This is an optimization exercise on Yosys and OpenROAD, whose aim is small area, not a production implementation. Only simulation tests tie the RTL to the original design; equivalence was not proved. Power is estimated from default activity; no workload was simulated.

[design/flow/run.sh]
#!/bin/bash
# synth_recipe.tcl (not shown) runs the flow's synth.tcl, then flattens the netlist and writes it again
# the make line also repeats each setting of config.mk as NAME=value (left out here)
make -C /OpenROAD-flow-scripts/flow DESIGN_CONFIG=/design/flow/config.mk WORK_HOME=/design/flow/orfs CLKGATE_MAP_FILE= SYNTH_SCRIPT=/design/flow/synth_recipe.tcl finish
[design/flow/config.mk]
export PLATFORM = sky130hd
export DESIGN_NAME = ElevatorController
export DESIGN_NICKNAME = ElevatorController
export VERILOG_FILES = /design/flow/design.v
export SDC_FILE = /design/flow/constraint.sdc
export NUM_CORES = 4
export LEC_CHECK = 0
export CAP_MARGIN = 20
export CORE_MARGIN = 2
export CORE_UTILIZATION = 45
export PLACE_DENSITY = 0.6
export SETUP_SLACK_MARGIN = 1.5
export SLEW_MARGIN = 20
[design/flow/constraint.sdc]
create_clock -name core_clock -period 32.0 [get_ports {clk}]
set_input_delay 6.4000 -clock core_clock [delete_from_list [all_inputs] [get_ports {clk}]]
set_output_delay 6.4000 -clock core_clock [all_outputs]
set_load 0.01 [all_outputs]
[design/flow/design.v]
`timescale 1ns / 1ps
module ElevatorController#(parameter CLK_PER_OPEN = 5, CLK_PER_MOVE = 10, CLK_PER_HOLD = 10)
   (
    input         clk,
    input         reset,
    input [11:0]  newRealFloorButton,
    input [9:1]   newInternalButton1,
    input [9:1]   newInternalButton2,
    input [9:1]   newInternalButton3,
    output [2:0]  currentFloor1,
    output [2:0]  currentFloor2,
    output [2:0]  currentFloor3,
    output [1:0]  currentDirection1,
    output [1:0]  currentDirection2,
    output [1:0]  currentDirection3,
    output [11:0] currentRealFloorButton,
    output [9:1]  currentInternalButton1,
    output [9:1]  currentInternalButton2,
    output [9:1]  currentInternalButton3,
    output        doorState1,
    output        doorState2,
    output        doorState3
    );
   reg [13:0]     unusedFloorButtonIn;
   wire [13:0]    newExtendedFloorButton = {1'b0, newRealFloorButton, 1'b0};
   wire [13:0]    currentFloorButton1;
   wire [13:0]    currentFloorButton2;
   wire [13:0]    currentFloorButton3;
   wire [13:0]    nextFloorButton1;
   wire [13:0]    nextFloorButton2;
   wire [13:0]    nextFloorButton3;
   wire [13:0]    unusedFloorButtonOut;
   wire [13:0]    currentExtendedFloorButton =
                  currentFloorButton1 |
                  currentFloorButton2 |
                  currentFloorButton3 |
                  unusedFloorButtonIn;
   assign currentRealFloorButton = currentExtendedFloorButton[12:1];
   wire [9:1]     nextInternalButton1;
   wire [9:1]     nextInternalButton2;
   wire [9:1]     nextInternalButton3;
   assign currentInternalButton1 = nextInternalButton1 | newInternalButton1;
   assign currentInternalButton2 = nextInternalButton2 | newInternalButton2;
   assign currentInternalButton3 = nextInternalButton3 | newInternalButton3;
   GiveFloorButton
     gFB(clk, reset,
         currentFloor1, currentFloor2, currentFloor3, newExtendedFloorButton,
         nextFloorButton1, nextFloorButton2, nextFloorButton3, unusedFloorButtonIn,
         currentDirection1, currentDirection2, currentDirection3,
         currentFloorButton1, currentFloorButton2, currentFloorButton3,
         unusedFloorButtonOut);
   Elevator#(CLK_PER_OPEN, CLK_PER_MOVE, CLK_PER_HOLD)
   ele1(clk, reset, currentFloorButton1, currentInternalButton1, currentFloor1,
        currentDirection1, nextFloorButton1, nextInternalButton1, doorState1);
   Elevator#(CLK_PER_OPEN, CLK_PER_MOVE, CLK_PER_HOLD)
   ele2(clk, reset, currentFloorButton2, currentInternalButton2, currentFloor2,
        currentDirection2, nextFloorButton2, nextInternalButton2, doorState2);
   Elevator#(CLK_PER_OPEN, CLK_PER_MOVE, CLK_PER_HOLD)
   ele3(clk, reset, currentFloorButton3, currentInternalButton3, currentFloor3,
        currentDirection3, nextFloorButton3, nextInternalButton3, doorState3);
   always @(posedge clk)
     begin
        unusedFloorButtonIn <= unusedFloorButtonOut;
     end
endmodule  
`timescale 1ns / 1ps
module GiveFloorButton
  (
   input         clk,
   input         reset,
   input [2:0]   currentFloor1,
   input [2:0]   currentFloor2,
   input [2:0]   currentFloor3,
   input [13:0]  newFloorButton,
   input [13:0]  currentFloorButton1,
   input [13:0]  currentFloorButton2,
   input [13:0]  currentFloorButton3,
   input [13:0]  unusedFloorButtonIn,
   input [1:0]   direction1,
   input [1:0]   direction2,
   input [1:0]   direction3,
   output [13:0] nextFloorButton1,
   output [13:0] nextFloorButton2,
   output [13:0] nextFloorButton3,
   output [13:0] unusedFloorButtonOut
   );
   reg [6:1]     LRU;
   wire [6:1]    LRUwire[8:1];
   assign LRUwire[1] = LRU;
   genvar        i;
   generate
      for (i = 0; i < 7; i = i + 1)
        begin : subgen
           SubGive sub(clk, reset, LRUwire[i+1], LRUwire[i+2], i+1,
                       currentFloor1, currentFloor2, currentFloor3,
                       newFloorButton[2*i+1:2*i],
                       currentFloorButton1[2*i+1:2*i],
                       currentFloorButton2[2*i+1:2*i],
                       currentFloorButton3[2*i+1:2*i],
                       unusedFloorButtonIn[2*i+1:2*i],
                       direction1, direction2, direction3,
                       nextFloorButton1[2*i+1:2*i],
                       nextFloorButton2[2*i+1:2*i],
                       nextFloorButton3[2*i+1:2*i],
                       unusedFloorButtonOut[2*i+1:2*i]);
        end  
   endgenerate
   always @(posedge clk)
     begin
        if (reset)
          LRU <= {2'd1, 2'd2, 2'd3};
        else
          LRU <= LRUwire[8];
     end
endmodule  
module SubGive
  (
   input        clk,
   input        reset,
   input [6:1]  LRUIn,
   output [6:1] LRUOut,
   input [2:0]  buttonFloor,
   input [2:0]  currentFloor1,
   input [2:0]  currentFloor2,
   input [2:0]  currentFloor3,
   input [1:0]  newFloorButton,
   input [1:0]  currentFloorButton1,
   input [1:0]  currentFloorButton2,
   input [1:0]  currentFloorButton3,
   input [1:0]  unusedFloorButtonIn,
   input [1:0]  direction1,
   input [1:0]  direction2,
   input [1:0]  direction3,
   output [1:0] nextFloorButton1,
   output [1:0] nextFloorButton2,
   output [1:0] nextFloorButton3,
   output [1:0] unusedFloorButtonOut
   );
   localparam STOP = 2'b00, UP = 2'b10, DOWN = 2'b01, UPDOWN = 2'b11,
     ON = 1'b1, OFF = 1'b0;
   wire [1:0] wholeButton = newFloorButton |
              currentFloorButton1 |
              currentFloorButton2 |
              currentFloorButton3 |
              unusedFloorButtonIn;
   wire [1:0] getButton1, getButton2, getButton3;
   wire       isUp, isDown;
   wire [1:0] upClosest, downClosest;
   wire       upStill, downStill;
   wire [1:0] freeButton = unusedFloorButtonIn | newFloorButton;
   assign LRUOut = LRUControl(LRUIn, getButton1, getButton2, getButton3);
   assign {upClosest, upStill} =
          ToUpClosest(LRUIn,
                      buttonFloor, currentFloor1, currentFloor2, currentFloor3);
   assign isUp = (upStill? wholeButton[1] : freeButton[1]);
   assign {downClosest, downStill} =
          ToDownClosest(LRUIn,
                        buttonFloor, currentFloor1, currentFloor2, currentFloor3);
   assign isDown = isUp? 1'b0 :
                   (downStill? wholeButton[0] : freeButton[0]);
   assign getButton1[1] = (upClosest == 1) & isUp;
   assign getButton2[1] = (upClosest == 2) & isUp;
   assign getButton3[1] = (upClosest == 3) & isUp;
   assign getButton1[0] = (downClosest == 1) & isDown;
   assign getButton2[0] = (downClosest == 2) & isDown;
   assign getButton3[0] = (downClosest == 3) & isDown;
   assign nextFloorButton1 = reset?2'b0:
                             ((currentFloorButton1 | getButton1) &
                              ~(getButton2 | getButton3));
   assign nextFloorButton2 = reset?2'b0:
                             ((currentFloorButton2 | getButton2) &
                              ~(getButton1 | getButton3));
   assign nextFloorButton3 = reset?2'b0:
                             ((currentFloorButton3 | getButton3) &
                              ~(getButton1 | getButton2));
   assign unusedFloorButtonOut = reset?2'b0:
                                 (wholeButton &
                                  ~(nextFloorButton1 |
                                    nextFloorButton2 |
                                    nextFloorButton3));
   function [2:0] ToUpClosest;
      input [6:1] LRU;
      input [2:0] buttonFloor;
      input [2:0] currentFloor1;
      input [2:0] currentFloor2;
      input [2:0] currentFloor3;
      reg [1:0]   closestNum;
      reg         still;
      begin
         case ({currentFloor1 > buttonFloor,
                currentFloor2 > buttonFloor,
                currentFloor3 > buttonFloor,
                currentFloor1 > currentFloor2,
                currentFloor2 > currentFloor3,
                currentFloor3 > currentFloor1,
                currentFloor1 == currentFloor2,
                currentFloor2 == currentFloor3,
                currentFloor3 == currentFloor1})
           9'b000_000_111 : closestNum = (LRU[6:5] == 1 ? 1 :
                                     LRU[4:3] == 1 ? 2 : 3);
           9'b000_001_100, 9'b000_101_000, 9'b010_011_000, 9'b100_100_000,
             9'b110_010_000, 9'b110_010_100, 9'b110_110_000 :
             closestNum = 3;
           9'b000_010_001, 9'b000_011_000, 9'b001_001_000, 9'b100_110_000,
             9'b101_100_000, 9'b101_100_001, 9'b101_101_000 :
             closestNum = 2;
           9'b000_100_010, 9'b000_110_000, 9'b001_101_000, 9'b010_010_000,
             9'b011_001_000, 9'b011_001_010, 9'b011_011_000:
             closestNum = 1;
           9'b000_010_100, 9'b001_001_100 :
             closestNum = (LRU[6:5] < LRU[4:3] ? 1 : 2);
           9'b000_100_001, 9'b010_010_001 :
             closestNum = (LRU[6:5] < LRU[2:1] ? 1 : 3);
           9'b000_001_010, 9'b100_100_010 :
             closestNum = (LRU[4:3] < LRU[2:1] ? 2 : 3);
           default :
             closestNum = 1;
         endcase  
         still = (closestNum == 1? buttonFloor == currentFloor1 :
                  (closestNum == 2? buttonFloor == currentFloor2 :
                   buttonFloor == currentFloor3));
         ToUpClosest = {closestNum, still};
      end
   endfunction  
   function [2:0] ToDownClosest;
      input [6:1] LRU;
      input [2:0] buttonFloor;
      input [2:0] currentFloor1;
      input [2:0] currentFloor2;
      input [2:0] currentFloor3;
      reg [1:0]   closestNum;
      reg         still;
      begin
         case ({currentFloor1 < buttonFloor,
                currentFloor2 < buttonFloor,
                currentFloor3 < buttonFloor,
                currentFloor1 < currentFloor2,
                currentFloor2 < currentFloor3,
                currentFloor3 < currentFloor1,
                currentFloor1 == currentFloor2,
                currentFloor2 == currentFloor3,
                currentFloor3 == currentFloor1})
           9'b000_000_111 : closestNum = (LRU[6:5] == 1 ? 1 :
                                     LRU[4:3] == 1 ? 2 : 3);
           9'b000_001_100, 9'b000_101_000, 9'b010_011_000, 9'b100_100_000,
             9'b110_010_000, 9'b110_010_100, 9'b110_110_000 :
             closestNum = 3;
           9'b000_010_001, 9'b000_011_000, 9'b001_001_000, 9'b100_110_000,
             9'b101_100_000, 9'b101_100_001, 9'b101_101_000 :
             closestNum = 2;
           9'b000_100_010, 9'b000_110_000, 9'b001_101_000, 9'b010_010_000,
             9'b011_001_000, 9'b011_001_010, 9'b011_011_000:
             closestNum = 1;
           9'b000_010_100, 9'b001_001_100 :
             closestNum = (LRU[6:5] < LRU[4:3] ? 1 : 2);
           9'b000_100_001, 9'b010_010_001 :
             closestNum = (LRU[6:5] < LRU[2:1] ? 1 : 3);
           9'b000_001_010, 9'b100_100_010 :
             closestNum = (LRU[4:3] < LRU[2:1] ? 2 : 3);
           default :
             closestNum = 1;
         endcase  
         still = (closestNum == 1? buttonFloor == currentFloor1 :
                  (closestNum == 2? buttonFloor == currentFloor2 :
                   buttonFloor == currentFloor3));
         ToDownClosest = {closestNum, still};
      end
   endfunction  
   function [6:1] LRUControl;
      input [6:1] LRUIn;
      input [1:0] getButton1, getButton2, getButton3;
      begin
         case (LRUIn)
           {2'd1, 2'd2, 2'd3} :
             if (getButton1)
               LRUControl = {2'd3, 2'd1, 2'd2};
             else if (getButton2)
               LRUControl = {2'd1, 2'd3, 2'd2};
             else
               LRUControl = LRUIn;
           {2'd1, 2'd3, 2'd2} :
             if (getButton1)
               LRUControl = {2'd3, 2'd2, 2'd1};
             else if (getButton3)
               LRUControl = {2'd1, 2'd2, 2'd3};
             else
               LRUControl = LRUIn;
           {2'd2, 2'd1, 2'd3} :
             if (getButton1)
               LRUControl = {2'd3, 2'd1, 2'd2};
             else if (getButton2)
               LRUControl = {2'd1, 2'd3, 2'd2};
             else
               LRUControl = LRUIn;
           {2'd2, 2'd3, 2'd1} :
             if (getButton1)
               LRUControl = {2'd3, 2'd2, 2'd1};
             else if (getButton3)
               LRUControl = {2'd1, 2'd2, 2'd3};
             else
               LRUControl = LRUIn;
           {2'd3, 2'd1, 2'd2} :
             if (getButton2)
               LRUControl = {2'd2, 2'd3, 2'd1};
             else if (getButton3)
               LRUControl = {2'd2, 2'd1, 2'd3};
             else
               LRUControl = LRUIn;
           {2'd3, 2'd2, 2'd1} :
             if (getButton2)
               LRUControl = {2'd2, 2'd3, 2'd1};
             else if (getButton3)
               LRUControl = {2'd2, 2'd1, 2'd3};
             else
               LRUControl = LRUIn;
           default :
             LRUControl = LRUIn;
         endcase  
      end
   endfunction  
endmodule  
`timescale 1ns / 1ps
module Elevator#(parameter CLK_PER_OPEN = 5, CLK_PER_MOVE = 10, CLK_PER_HOLD = 10)
   (
    input         clk,
    input         reset,
    input [13:0]  floorButton,
    input [9:1]   internalButton,
    output [2:0]  nextFloor,
    output [1:0]  nextDirection,
    output [13:0] nextFloorButton,
    output [9:1]  nextInternalButton,
    output        doorState
    );
   localparam ON = 1'b1, OFF = 1'b0,
     STOP = 2'b00, UP = 2'b10, DOWN = 2'b01, UPDOWN = 2'b11,
     OPEN = 1'b1, CLOSE = 1'b0,
     MOVE = 1'b1, HOLD = 1'b0,
     DIREC_STAGE = 2'b00, DOOR_STAGE = 2'b01, BUTTON_STAGE = 2'b10, LIFT_STAGE = 2'b11;
   reg [1:0]      sequenceChecker;
   wire           move;
   Director
     director(clk, (sequenceChecker == DIREC_STAGE), reset,
              nextFloor, nextDirection, floorButton, internalButton[7:1],
              doorState, move,
              nextDirection);
   Door#(CLK_PER_OPEN)
   door(clk, (sequenceChecker == DOOR_STAGE), reset, move,
        nextFloor, nextDirection,
        getCurrent(floorButton, nextFloor), internalButton,
        doorState);
   Button
     button(clk, (sequenceChecker == BUTTON_STAGE), reset,
            nextFloor, nextDirection,
            floorButton, internalButton, doorState, move,
            nextFloorButton, nextInternalButton);
   Lift#(CLK_PER_MOVE, CLK_PER_HOLD)
   lift(clk, (sequenceChecker == LIFT_STAGE), reset,
        doorState, nextFloor, nextDirection,
        nextFloor, move);
   always @(posedge clk or posedge reset)
     begin
        if (reset == ON)
          begin
             sequenceChecker <= DIREC_STAGE;
          end
        else
          begin
             sequenceChecker <= sequenceChecker + 1;
          end
     end  
   function [1:0] getCurrent;
      input [13:0] floorButton;
      input [2:0]  currentFloor;
      begin
         getCurrent = (currentFloor == 1) ? floorButton[1:0] :
                      (currentFloor == 2) ? floorButton[3:2] :
                      (currentFloor == 3) ? floorButton[5:4] :
                      (currentFloor == 4) ? floorButton[7:6] :
                      (currentFloor == 5) ? floorButton[9:8] :
                      (currentFloor == 6) ? floorButton[11:10] :
                      (currentFloor == 7) ? floorButton[13:12] : 2'b00;
      end
   endfunction  
endmodule
`timescale 1ns / 1ps
module Director
  (  
    input            clk,
    input            enable,
    input            reset,
    input [2:0]      currentFloor,
    input [1:0]      currentDirection,
    input [13:0]     floorButton,
    input [7:1]      internalButton,
    input            doorState,
    input            move,
    output reg [1:0] nextDirection
    );
   localparam ON = 1'b1, OFF = 1'b0,
     MOVE = 1'b1, HOLD = 1'b0,
     OPEN = 1'b1, CLOSE = 1'b0,
     STOP = 2'b00, UP = 2'b10, DOWN = 2'b01, UPDOWN = 2'b11;
   wire              anyUpper = upper(currentFloor, floorButton, internalButton);
   wire              anyLower = lower(currentFloor, floorButton, internalButton);
   always @(posedge clk or posedge reset)
     begin
        if (reset == ON)
          begin
             nextDirection <= STOP;
          end
        else if (enable == ON)
          begin
             if (move == HOLD)
               begin
                  if (doorState == CLOSE)
                    case (currentDirection)
                      STOP :
                        begin
                           if (anyUpper == ON)
                             nextDirection <= UP;
                           else if (anyLower == ON)
                             nextDirection <= DOWN;
                        end
                      UP :
                        begin
                           if (anyUpper == OFF)
                             begin
                                if (anyLower == ON)
                                  nextDirection <= DOWN;
                                else
                                  nextDirection <= STOP;
                             end
                        end
                      DOWN :
                        begin
                           if (anyLower == OFF)
                             begin
                                if (anyUpper == ON)
                                  nextDirection <= UP;
                                else
                                  nextDirection <= STOP;
                             end
                        end
                      UPDOWN :
                        $display("ERROR in Director\n");
                    endcase  
               end  
          end  
        else
          begin
             nextDirection <= currentDirection;
          end  
     end  
   function upper;
      input [2:0]  currentFloor;
      input [13:0] floorButton;
      input [9:1]  internalButton;
      begin
         upper = (currentFloor < 2 &&
                  (internalButton[2] == ON ||
                   !isIn(STOP, floorButton[3:2]))) ||
                 (currentFloor < 3 &&
                  (internalButton[3] == ON ||
                   !isIn(STOP, floorButton[5:4]))) ||
                 (currentFloor < 4 &&
                  (internalButton[4] == ON ||
                   !isIn(STOP, floorButton[7:6]))) ||
                 (currentFloor < 5 &&
                  (internalButton[5] == ON ||
                   !isIn(STOP, floorButton[9:8]))) ||
                 (currentFloor < 6 &&
                  (internalButton[6] == ON ||
                   !isIn(STOP, floorButton[11:10]))) ||
                 (currentFloor < 7 &&
                  (internalButton[7] == ON ||
                   !isIn(STOP, floorButton[13:12])));
      end
   endfunction  
   function lower;
      input [2:0]  currentFloor;
      input [13:0] floorButton;
      input [9:1]  internalButton;
      begin
         lower = (currentFloor > 1 &&
                  (internalButton[1] == ON ||
                   !isIn(STOP, floorButton[1:0]))) ||
                 (currentFloor > 2 &&
                  (internalButton[2] == ON ||
                   !isIn(STOP, floorButton[3:2]))) ||
                 (currentFloor > 3 &&
                  (internalButton[3] == ON ||
                   !isIn(STOP, floorButton[5:4]))) ||
                 (currentFloor > 4 &&
                  (internalButton[4] == ON ||
                   !isIn(STOP, floorButton[7:6]))) ||
                 (currentFloor > 5 &&
                  (internalButton[5] == ON ||
                   !isIn(STOP, floorButton[9:8]))) ||
                 (currentFloor > 6 &&
                  (internalButton[6] == ON ||
                   !isIn(STOP, floorButton[11:10])));
      end
   endfunction  
   function isIn;
      input [1:0] currentDirection;
      input [1:0] currentFloorButton;
      begin
         case (currentDirection)
           STOP   : isIn = (currentFloorButton == STOP);
           UP     : isIn = (currentFloorButton == UP
                            || currentFloorButton == UPDOWN);
           DOWN   : isIn = (currentFloorButton == DOWN
                            || currentFloorButton == UPDOWN);
           UPDOWN : $display("ERROR in Door!");
         endcase  
      end
   endfunction  
endmodule  
`timescale 1ns / 1ps
module Door#(parameter CLK_PER_OPEN=5)
   (  
     input       clk,
     input       enable,
     input       reset,
     input       hold,
     input [2:0] currentFloor,
     input [1:0] currentDirection,
     input [1:0] currentFloorButton,
     input [9:1] internalButton,
     output reg  doorState
     );
   localparam OPEN_B = 9, CLOSE_B = 8,
     ON = 1'b1, OFF = 1'b0,
     OPEN = 1'b1, CLOSE = 1'b0,
     INIT = 32'b0,
     STOP = 2'b00, UP = 2'b10, DOWN = 2'b01, UPDOWN = 2'b11;
   reg [31:0]    counter;
   always @(posedge clk or posedge reset)
     begin
        if (reset == ON)
          begin
             doorState <= CLOSE;
             counter  <= INIT;
          end
        else if (hold == ON)
          begin
             doorState <= CLOSE;
             counter  <= INIT;
          end
        else if (enable == ON)
          begin
             if (internalButton[currentFloor] == ON ||
                 (currentDirection != STOP &&
                  isIn(currentDirection, currentFloorButton)) ||
                 (currentDirection == STOP &&
                  !isIn(STOP, currentFloorButton)))
               begin
                  doorState <= OPEN;
                  counter <= CLK_PER_OPEN;
               end
             else if (counter == INIT)
               begin
                  if (doorState == OPEN)
                    doorState <= CLOSE;
               end
             else
               begin
                  if (internalButton[OPEN_B] == ON)
                    counter <= CLK_PER_OPEN;
                  else if (internalButton[CLOSE_B] == ON)
                    counter <= INIT;
                  else
                    counter <= counter - 1;
               end  
          end  
     end  
   function isIn;
      input [1:0] currentDirection;
      input [1:0] currentFloorButton;
      begin
         case (currentDirection)
           STOP   : isIn = (currentFloorButton == STOP);
           UP     : isIn = (currentFloorButton == UP
                            || currentFloorButton == UPDOWN);
           DOWN   : isIn = (currentFloorButton == DOWN
                            || currentFloorButton == UPDOWN);
           UPDOWN :
             begin
                isIn = 0;
                $display("ERROR in Door!");
             end
         endcase  
      end
   endfunction  
endmodule  
`timescale 1ns / 1ps
module Button
  (  
    input wire        clk,
    input wire        enable,
    input wire        reset,
    input wire [2:0]  currentFloor,
    input wire [1:0]  currentDirection,
    input wire [13:0] currentFloorButton,
    input wire [9:1]  internalButton,
    input wire        doorState,
    input wire        move,
    output reg [13:0] nextFloorButton,
    output reg [9:1]  nextInternalButton
    );
   localparam NO_FB = 14'b0, NO_B = 9'b0,
     OPEN = 1'b1, CLOSE = 1'b0,
     ON = 1'b1, OFF = 1'b0,
     MOVE = 1'b1, HOLD = 1'b0,
     STOP = 2'b00, UP = 2'b10, DOWN = 2'b01, UPDOWN = 2'b11;
   integer            ind0, ind1, ind2;
   always @(posedge clk or posedge reset)
     begin
        if (reset == ON)
          begin
             nextFloorButton <= NO_FB;
             nextInternalButton <= NO_B;
          end
        else if (enable == ON)
          begin
             if (doorState == OPEN)
               begin
                  if (currentDirection & UPDOWN)
                    begin
                       for (ind0 = 0; ind0 < 14; ind0 = ind0 + 1)
                        begin
                           nextFloorButton[ind0] <= (ind0/2 == currentFloor-1)?
                                   currentFloorButton[ind0] &
                                   ~currentDirection[ind0-ind0/2*2] :
                                   currentFloorButton[ind0];
                        end
                    end
                  else
                    begin
                       for (ind0 = 0; ind0 < 14; ind0 = ind0 + 1)
                         begin
                            nextFloorButton[ind0] <= (ind0/2 == currentFloor-1)?
                                   currentFloorButton[ind0] &
                                   ((ind0-ind0/2*2)?
                                    currentFloorButton[ind0-1]:
                                    OFF):
                                   currentFloorButton[ind0];
                         end
                    end  
                  for (ind1 = 1; ind1 < 10; ind1 = ind1 + 1)
                    begin
                       nextInternalButton[ind1] <= (ind1 == currentFloor ||
                                                    ind1 == 9)?
                              OFF : internalButton[ind1];
                    end
               end  
             else if (move == HOLD)
               begin
                  nextFloorButton <= currentFloorButton;
                  for (ind2 = 1; ind2 < 10; ind2 = ind2 + 1)
                    begin
                       nextInternalButton[ind2] <= (ind2 == currentFloor ||
                                                    ind2 == 8)?
                              OFF : internalButton[ind2];
                    end
               end
             else
               begin
                  nextFloorButton <= currentFloorButton;
                  nextInternalButton[7:1] <= internalButton[7:1];
                  nextInternalButton[9:8] <= 0;
               end  
          end  
        else
          begin
             nextFloorButton <= currentFloorButton;
             nextInternalButton <= internalButton;
          end  
     end  
endmodule  
`timescale 1ns / 1ps
module Lift#(parameter CLK_PER_MOVE = 10, CLK_PER_HOLD = 10)
   (  
     input            clk,
     input            enable,
     input            reset,
     input            doorState,
     input [2:0]      currentFloor,
     input [1:0]      currentDirection,
     output reg [2:0] nextFloor,
     output reg       move
     );
   localparam ON = 1'b1, OFF = 1'b0,
     STOP = 2'b00, UP = 2'b10, DOWN = 2'b01, UPDOWN = 2'b11,
     MOVE = 1'b1, HOLD = 1'b0,
     INIT = 32'b0,
     F_FST = 3'b1;
   reg [31:0]         counter;
   always @(posedge clk or posedge reset)
     begin
        if (reset == ON)
          begin
             nextFloor <= F_FST;
             move <= OFF;
             counter <= INIT;
          end
        else if (enable == ON)
          begin
             if (counter == INIT)
               begin
                  if (doorState == ON || move == MOVE)
                    begin
                       nextFloor <= currentFloor;
                       move <= HOLD;
                       counter <= CLK_PER_HOLD;
                    end
                  else
                    begin
                       case (currentDirection)
                         STOP :
                           begin
                              nextFloor <= currentFloor;
                              move <= HOLD;
                           end
                         UP :
                           begin
                              if (currentFloor < 7)
                                begin
                                   nextFloor <= currentFloor + 1;
                                   move <= MOVE;
                                   counter <= CLK_PER_MOVE;
                                end
                              else
                                $display("ERROR in Lift!(UP)\n");
                           end  
                         DOWN :
                           begin
                              if (currentFloor > 1)
                                begin
                                   nextFloor <= currentFloor - 1;
                                   move <= MOVE;
                                   counter <= CLK_PER_MOVE;
                                end
                              else
                                $display("ERROR in Lift!(DOWN)\n");
                           end  
                         UPDOWN :
                           begin
                              $display("ERROR in Lift!(UPDOWN)\n");
                           end
                       endcase  
                    end  
               end  
             else
               begin
                  counter <= counter - 1;
               end  
          end  
        else
          begin
             nextFloor <= currentFloor;
          end  
     end  
endmodule  
==> flow_metrics.tcl <==
set metrics [dict create \
    crit_slowest_cell "a311oi_4" \
    fp.dieH_um 246 \
    p_leak_nw 12.5 \
    status "timing/DRC/antenna clean" \
    grt_pass1_vias 28100 \
    die_area_um2 60300 \
    ys_async_sr_fraction_pct 93.5 \
    cts_buffer_depth 3 \
    period_share_pct 93.5 \
    ff_latch_area_um2 7610 \
    worstReg2RegStart "ele2.lift.nextFloor[2]" \
    fmax_mhz 33.4 \
    hold_viol 0 \
    final_cells 4300 \
    ys_types 124 \
    synth-edff-count 0 \
    wl_mm 120 \
    yosysWarningCount 8 \
    clock_latency_ps 590 \
    drc 0 \
    p_per_area_nw_per_um2 84.8 \
    grt_pass1_wl_mm 177 \
    io_pins 98 \
    layout-drive-gt1-share_pct 12.1 \
    htreeDepth 2 \
    clockRootBuffer "clkbuf_16" \
    period_minus_slack_ps 29910 \
    synth_ff_type "dfrtp_1" \
    clk_pin_slew_ps 50 \
    cts_tree "built" \
    power.internal_w 0.00126 \
    power_switching_w 0.00134 \
    swShare_pct 51.5 \
    maxCapViolations 0 \
    crit_buf_inv 9 \
    nFillCells 5497 \
    syn_avg_cell_area_um2 7.81 \
    max-vdd-ir-drop_mv 0.0628 \
    critPathKind "primary input to primary output" \
    final_max_slew_viol_count 0 \
    first_pass_iters 9 \
    worstPathMaxFanout 9 \
    dp_cells 4167 \
    rrSetupSlack_ps 9850 \
    gp_congestion 1.11 \
    dpl.hpwl_mm 90.2 \
    holdWs_ps 471 \
    grt.total_usage_pct 38.6 \
    grt_antenna_before_repair 5 \
    power_frac_seq_pct 17.3 \
    cp-end-kind "primary output" \
    crit_top_cell "nor2_1" \
    start_kind "primary input" \
    critPathRequiredTime_ps 25600 \
    p_clk_share_pct 18.2 \
    share_comb_of_total_power_pct 64.5 \
    rsz0062_at_grt "no" \
    finalNetCount 3633 \
    synth_cells 3359 \
    rows 88 \
    synth-seq-area-share_pct 29.0 \
    dr_total_vias 29700 \
    numCtsBuffers 39 \
    avgRoutedWirePerCell_um 27.9 \
    worst_path_largest_cell_delay_ps 550 \
    drt_iter0_drc 3753 \
    floorplan.initialDensity_pct 45.5 \
    multi_input_area_um2 18200 \
    worst_path_dominant_cell_family "compound AO/OA/AOI/OAI gates" \
    ys_seq_elements 308 \
    hp-start "ele3.door.counter[31]" \
    r2r_cells 85 \
    syn2layout_area_growth_pct 16.9 \
    slew_headroom_pct 20.0 \
    fin_setup_tns_ps 0 \
    die_x_um 246 \
    numClockSinks 308 \
    worst_clock_skew_ps 31.0 \
    hold_end "ele3.door.counter[31]" \
    holdPathStages 1 \
    io_buffers 97 \
    tightestPinTransition_ps 1190 \
    grt_overflow 0 \
    postCtsHoldBufs 0 \
    grt_max_degree 150 \
    core-area_um2 57700 \
    reg2reg_to "ele3.director.nextDirection[0]" \
    hold_path_class "register to register" \
    setup_violations 0 \
    cp.arrival_ps 23510 \
    avgViaCountPerCell 6.92 \
    ant_nets 0 \
    netlist_area_um2 26200 \
]
[metrics by stage]
stage	utilization, %	cell area [um^2]	total power [W]	setup slack [ps]
after CTS	51.8	29900	0.00241	1510
after detailed placement	49.0	28200	0.00187	24.2
after global placement	49.0	28200	0.00188	646
after floorplan	-	26300	0.00140	2900
final	53.2	30700	0.00260	2090
after global routing	53.2	30700	0.00271	1410
[synthesized netlist by cell type, types with 23 or more instances]
cell type | n | share of area, %
ha_1 | 87 | 4.1
dfrtp_1 | 285 | 27
xnor2_1 | 52 | 1.7
and3_1 | 30 | 0.72
o211ai_1 | 44 | 1.3
a211oi_1 | 47 | 1.3
a21o_1 | 42 | 1.2
nand2_1 | 294 | 4.2
a21boi_0 | 24 | 0.69
a31oi_1 | 58 | 1.4
nor2b_1 | 23 | 0.55
mux2i_1 | 25 | 0.95
nor3_1 | 177 | 3.4
nor4_1 | 69 | 1.6
nand2b_1 | 59 | 1.4
nor2_1 | 407 | 5.8
o21ai_1 | 28 | 0.53
nand3_1 | 100 | 1.9
o22ai_1 | 27 | 0.64
or2_2 | 36 | 0.86
o21ai_0 | 200 | 3.8
or3_1 | 87 | 2.1
o31ai_1 | 44 | 1.3
clkbuf_1 | 93 | 1.3
a22oi_1 | 40 | 1.1
inv_1 | 140 | 2.0
or4_1 | 57 | 1.6
nand4_1 | 37 | 0.88
and2_1 | 32 | 0.76
a21oi_1 | 194 | 3.7
[flip-flops by register name (all words and copies together) (netlist names), 6 cells and up]
register,cells
ele1.button.nextFloorButton,14
ele1.button.nextInternalButton,9
ele1.door.counter,32
ele1.lift.counter,32
ele2.button.nextFloorButton,14
ele2.button.nextInternalButton,9
ele2.door.counter,32
ele2.lift.counter,32
ele3.button.nextFloorButton,14
ele3.button.nextInternalButton,9
ele3.door.counter,32
ele3.lift.counter,32
gFB.LRU,6
unusedFloorButtonIn,14
[layout make-up]
class	count	area share, %
timing repair buffer	229	6.44
tap	765	3.12
clock inverter	16	0.865
antenna	1	0.00816
inverter	148	1.84
sequential	308	24.8
multi-input combinational	2779	59.4
clock buffer	54	3.50
[power by group through the flow]
stage | combinational [W] | clock (W) | sequential (W)
5_1_grt | 0.00176 | 0.000495 | 0.000451
4_1_cts | 0.00149 | 0.000479 | 0.000448
3_3_place_gp | 0.00143 | 0 | 0.000453
3_5_place_dp | 0.00142 | 0 | 0.000454
2_1_floorplan | 0.000969 | 0 | 0.000435
6_report | 0.00168 | 0.000474 | 0.000450
[cells by family after synthesis]
family	share of synthesized area [%]
AO/OA/AOI/OAI	29.8
XOR/XNOR	2.17
adder cells (fa/ha/maj)	4.15
buffers and inverters	4.22
flip-flops	29.0
multiplexers	2.03
other	0.0143
AND/OR/NAND/NOR	28.6
[routing by layer]
| metal | wire length [um] | track usage [%] | up-vias |
|---|---|---|---|
| met1 | 47200 | 50.0 | 14500 |
| met4 | 8290 | 21.9 | 2 |
| met3 | 12900 | 9.91 | 463 |
| met2 | 51600 | 58.5 | 1775 |
| li1 | - | - | 13000 |
| met5 | 8 | 0 | - |
[worst reg2reg max path: cells and delay by family (launching register included)]
| family | cells | cell delay (ps) |
|---|---|---|
| AOI/OAI and AO/OA | 41 | 10190 |
| adders and majority gates | 7 | 2280 |
| buffers and inverters | 10 | 1980 |
| DFF | 1 | 320 |
| and+or+nand+nor | 27 | 7240 |
[layout by cell type (no fill, tap or decap), types with 28 or more instances in the layout]
| cell type | instances |
|---|---|
| nor2_1 | 402 |
| nand2b_1 | 56 |
| nand2_1 | 294 |
| o211ai_1 | 44 |
| dfrtp_1 | 285 |
| nor4_1 | 68 |
| nand4_1 | 37 |
| clkbuf_16 | 39 |
| a21oi_1 | 188 |
| nand3_1 | 99 |
| nor3_1 | 164 |
| a22oi_1 | 39 |
| clkdlybuf4s50_1 | 95 |
| a21o_1 | 42 |
| xnor2_1 | 52 |
| or3_1 | 86 |
| and3_1 | 28 |
| o31ai_1 | 40 |
| and2_1 | 31 |
| buf_4 | 129 |
| a211oi_1 | 40 |
| o21ai_1 | 30 |
| ha_1 | 84 |
| inv_1 | 139 |
| or2_2 | 36 |
| o21ai_0 | 195 |
| a31oi_1 | 56 |
| or4_1 | 56 |
[worst max path at each step]
stage | start | end | slack (ps) | depth (start not counted)
2_1_floorplan | newRealFloorButton[0] | currentRealFloorButton[11] | 2900 | 75
3_3_place_gp | newRealFloorButton[0] | currentRealFloorButton[11] | 650 | 75
3_5_place_dp | newRealFloorButton[0] | currentRealFloorButton[11] | 20 | 76
4_1_cts | newRealFloorButton[0] | currentRealFloorButton[11] | 1510 | 76
5_1_grt | newRealFloorButton[0] | currentRealFloorButton[11] | 1410 | 79
6_report | newRealFloorButton[0] | currentRealFloorButton[11] | 2090 | 78
[repair_timing]
| action | in CTS | in global routing |
|---|---|---|
| setup endpoints to repair | 1 | 2 |
| gates cloned | 0 | 1 |
| buffers inserted | 14 | 46 |
| pin swaps | 10 | 37 |
| gates resized for setup | 39 | 78 |

[port drivers added, routing unchanged]
Ports are ideal in the flow. The routed layout listed here was re-timed in OpenROAD. Step 1, drivers: a clkbuf_16 drives clk and a buf_2 each remaining input, both assumed. Step 2 also shifts input and output timing later by t, the mid clock arrival at the registers, as if the neighbouring blocks saw the same clock. a / b / c = ideal / step 1 / step 2; a / b = the first two.
shift t [ns]: 0.635
slack for setup (ns): 2.091 / 2.064 / 2.064
worst setup path at the end: input to output
slew at the worst register clock pin (ns): 0.07 / 0.07
After both steps this run still meets setup and hold. The setup slack of this run moves by -0.027 ns with the drivers and by -0.027 ns with both steps.
